This is an optimization exercise on Yosys and OpenROAD, whose aim is small area and few clock cycles per item, not a production implementation. In this exercise RTL edits were held to simulation tests only and were not proved equivalent to the original.

## 09-17
## md5_pipe
module md5_pipe (
    input          clk,
    input          rst_n,       
    input          in_valid,
    output         in_ready,
    input  [63:0]  msg,         
    output         out_valid,
    output [127:0] hash,        
    output [63:0]  out_msg      
);
Size: about 34000 cells after synthesis, roughly 6100 flip-flops, ~330000 um2 of cells after synthesis.
clock: 12.5 ns
lec_check: 0
cap_margin: 20
core_margin: 2
core_utilization: 50
slew_margin: 20
run.sh (not shown) runs the stock make flow with config.mk's settings and CLKGATE_MAP_FILE= SYNTH_SCRIPT=/design/flow/synth_recipe.tcl, a recipe that flattens the netlist after the stock synthesis.
09-17 ran to completion and came out clean on the timing, design-rule and antenna checks.
Testbench counts of 09-17, summed over its fixed seeds: cycles 6,192, items 6,000.
Modified inputs, 01-27 compared to 09-17
# 09-17
export LEC_CHECK = 0
export CAP_MARGIN = 20
export CORE_MARGIN = 2
export CORE_UTILIZATION = 50
export SLEW_MARGIN = 20
create_clock -name core_clock -period 12.5 [get_ports {clk}]
# 01-27
export LEC_CHECK = 0
export CAP_MARGIN = 20
export CORE_MARGIN = 2
export CORE_UTILIZATION = 50
export CTS_BUF_LIST = sky130_fd_sc_hd__clkbuf_8
export CTS_CLUSTER_DIAMETER = 60
export CTS_CLUSTER_SIZE = 16
export SLEW_MARGIN = 20
create_clock -name core_clock -period 12.5 [get_ports {clk}]
Results
The count of clock-buffer cells in the layout of 01-27 falls short of that of 09-17 by 30%. 01-27 vs 09-17 — share of the final layout cell area in multi-input gates rose 1.7 points.


north:
md5_pipe, a different RTL version from the one above (not shown whole).
==> flow/config.mk <==
export PLATFORM = sky130hd
export DESIGN_NAME = md5_pipe
export DESIGN_NICKNAME = md5_pipe
export VERILOG_FILES = /design/flow/design.v
export SDC_FILE = /design/flow/constraint.sdc
export NUM_CORES = 8
export LEC_CHECK = 0
export CAP_MARGIN = 20
export CORE_MARGIN = 2
export CORE_UTILIZATION = 54
export GPL_TIMING_DRIVEN = 1
export PLACE_DENSITY = 0.63
export SLEW_MARGIN = 20
==> flow/constraint.sdc <==
create_clock -name core_clock -period 12.5 [get_ports {clk}]
set_input_delay 2.5000 -clock core_clock [delete_from_list [all_inputs] [get_ports {clk}]]
set_output_delay 2.5000 -clock core_clock [all_outputs]
set_load 0.01 [all_outputs]
standard.sh (not shown) runs the stock make flow with config.mk's settings and CLKGATE_MAP_FILE= SYNTH_SCRIPT=/design/flow/synth_recipe.tcl, a recipe that flattens the netlist after the stock synthesis.
==> flow/flow/run.sh <==
#!/bin/bash
set -euo pipefail
W=$PWD
rm -rf "$W/scripts_mod"
cp -r "$FLOW_HOME/scripts" "$W/scripts_mod"
cp "$W/flow/abc.script" "$W/scripts_mod/abc_speed.script"
bash "$W/standard.sh" SCRIPTS_DIR="$W/scripts_mod" SYNTH_ARGS=-noabc ADDER_MAP_FILE= \
  "CTS_ARGS=-sink_clustering_enable -repair_clock_nets -dont_use_dummy_load -buf_list sky130_fd_sc_hd__clkbuf_8 -sink_clustering_size 15 -sink_clustering_max_diameter 70" \
  finish > "$W/orfs_make.log" 2>&1
==> flow/flow/abc.script <==
strash
dch
amap
buffer -c
topo
stime -c
upsize -c
dnsize -c
Testbench counts of north, summed over its fixed seeds: cycles 6,186, items 6,000.
What middle does differently from north at the input level:
Settings: CORE_UTILIZATION now 50, was 54; PLACE_DENSITY no longer set, was 0.63.
==> flow/flow/abc.script <==
strash
dch
amap
strash
dch
amap
buffer -c
topo
stime -c
upsize -c
dnsize -c
==> summary.txt <==
[flow] middle | stages: complete | final checks: fail | reason: negative setup slack
north | stages: all done | timing, DRC, antenna: all pass
The standard cells in middle occupy more silicon area than those in north do.
Compared with north, middle shows a hold slack that is 0.011 ns lower.
[compare] base=north new=middle: non-clock buffer count up 2576, number of clock buffers in the layout up 10, overall die width went up.


md5_pipe, a different RTL version from the one above (not shown whole).
For scale: ~34,000 cells after synthesis, roughly 5,900 flip-flops, about 260 I/O pins, about 0.33 sq mm of cells after synthesis.
clock: 12.5 ns
lec_check: 0
cap_margin: 20
core_margin: 2
core_utilization: 50
cts_buf_list: sky130_fd_sc_hd__clkbuf_16
cts_cluster_diameter: 100
cts_cluster_size: 24
gpl_timing_driven: 0
slew_margin: 20
run.sh (not shown) runs the stock make flow with config.mk's settings and CLKGATE_MAP_FILE= SYNTH_SCRIPT=/design/flow/synth_recipe.tcl, a recipe that flattens the netlist after the stock synthesis.
Stock flow here: none of the scripts above is used.
The starting point completed without violations.
Testbench counts at the start, summed over its fixed seeds: cycles 6,186, items 6,000.
Change:
==> flow/flow/run.sh (new file) <==
#!/bin/bash
# Own layout flow: the standard ORFS flow (standard.sh, all steps from
# synthesis to the final layout), with one change: synthesis maps the logic
# with the ABC script in flow/abc.script instead of ORFS's abc_speed.script.
# Yosys, register mapping, flattening and renaming are the standard flow's own
# (synth_recipe.tcl), so the registers are the standard synthesis's.
set -euo pipefail
W=$PWD
rm -rf "$W/scripts_mod"
cp -r "$FLOW_HOME/scripts" "$W/scripts_mod"
cp "$W/flow/abc.script" "$W/scripts_mod/abc_speed.script"
bash "$W/standard.sh" SCRIPTS_DIR="$W/scripts_mod" SYNTH_ARGS=-noabc ADDER_MAP_FILE= "CTS_ARGS=-sink_clustering_enable -repair_clock_nets -dont_use_dummy_load -buf_list sky130_fd_sc_hd__clkbuf_8 -sink_clustering_size 15 -sink_clustering_max_diameter 70" finish > "$W/orfs_make.log" 2>&1
==> flow/flow/abc.script (new file) <==
strash
dch
amap
buffer -c
topo
stime -c
upsize -c
dnsize -c
==> flow/standard.sh (new file) <==
#!/bin/bash
# synth_recipe.tcl (not shown) runs the flow's synth.tcl, then flattens the netlist and writes it again
# the make line also repeats each setting of config.mk as NAME=value (left out here)
make -C /OpenROAD-flow-scripts/flow DESIGN_CONFIG=/design/flow/config.mk WORK_HOME=/design/flow/orfs CLKGATE_MAP_FILE= SYNTH_SCRIPT=/design/flow/synth_recipe.tcl "${@:-finish}"
removed: flow/run.sh
After rerunning: Cell area came out lower by roughly a tenth; synthesized area came out lower by roughly a tenth; synthesized cell count came out higher by a quarter to a third; routed wire length came out lower slightly.

-- static timing again, ports no longer ideal --
The flow's constraints put no driver on any port. The routed layouts listed below were extracted and timed again, unchanged, in two steps. Step 1 sets driving cells, clkbuf_16 on the clock port and buf_2 on the other inputs (assumed; they add their load-dependent delay and slew). Step 2 moves the port delays by t, midway between the first and last clock arrival at a register: inputs arrive t later, outputs are due t later. That takes back most of the time a late clock gives input paths. Three values: no drivers, after step 1, after step 2; two values: the first two.
run | t (ns) | slack for setup (ns) | slew at the worst register clock pin (ns) | worst data-port slew with drivers (ns)
09-17 | 1.268 | 0.378 / 0.378 / 0.378 | 0.07 / 0.07 | 0.11
01-27 | 1.464 | 0.399 / 0.399 / 0.399 | 0.11 / 0.11 | 0.11
north | 1.375 | 0.481 / 0.350 / -0.164 | 0.11 / 0.11 | 0.21
middle | 1.385 | -0.032 / -0.159 / -0.552 | 0.11 / 0.11 | 0.07
the first run of note 3 | 1.152 | 0.439 / 0.374 / -0.568 | 0.11 / 0.11 | 0.13
the second run of note 3 | 1.379 | 0.471 / 0.335 / -0.588 | 0.11 / 0.11 | 0.04
Met with ideal ports but missed after step 2: setup timing in north, the first run of note 3 and the second run of note 3. The setup slack of the second run of note 3, which loses most, moves by -0.136 ns with the drivers and by -1.059 ns with both steps.
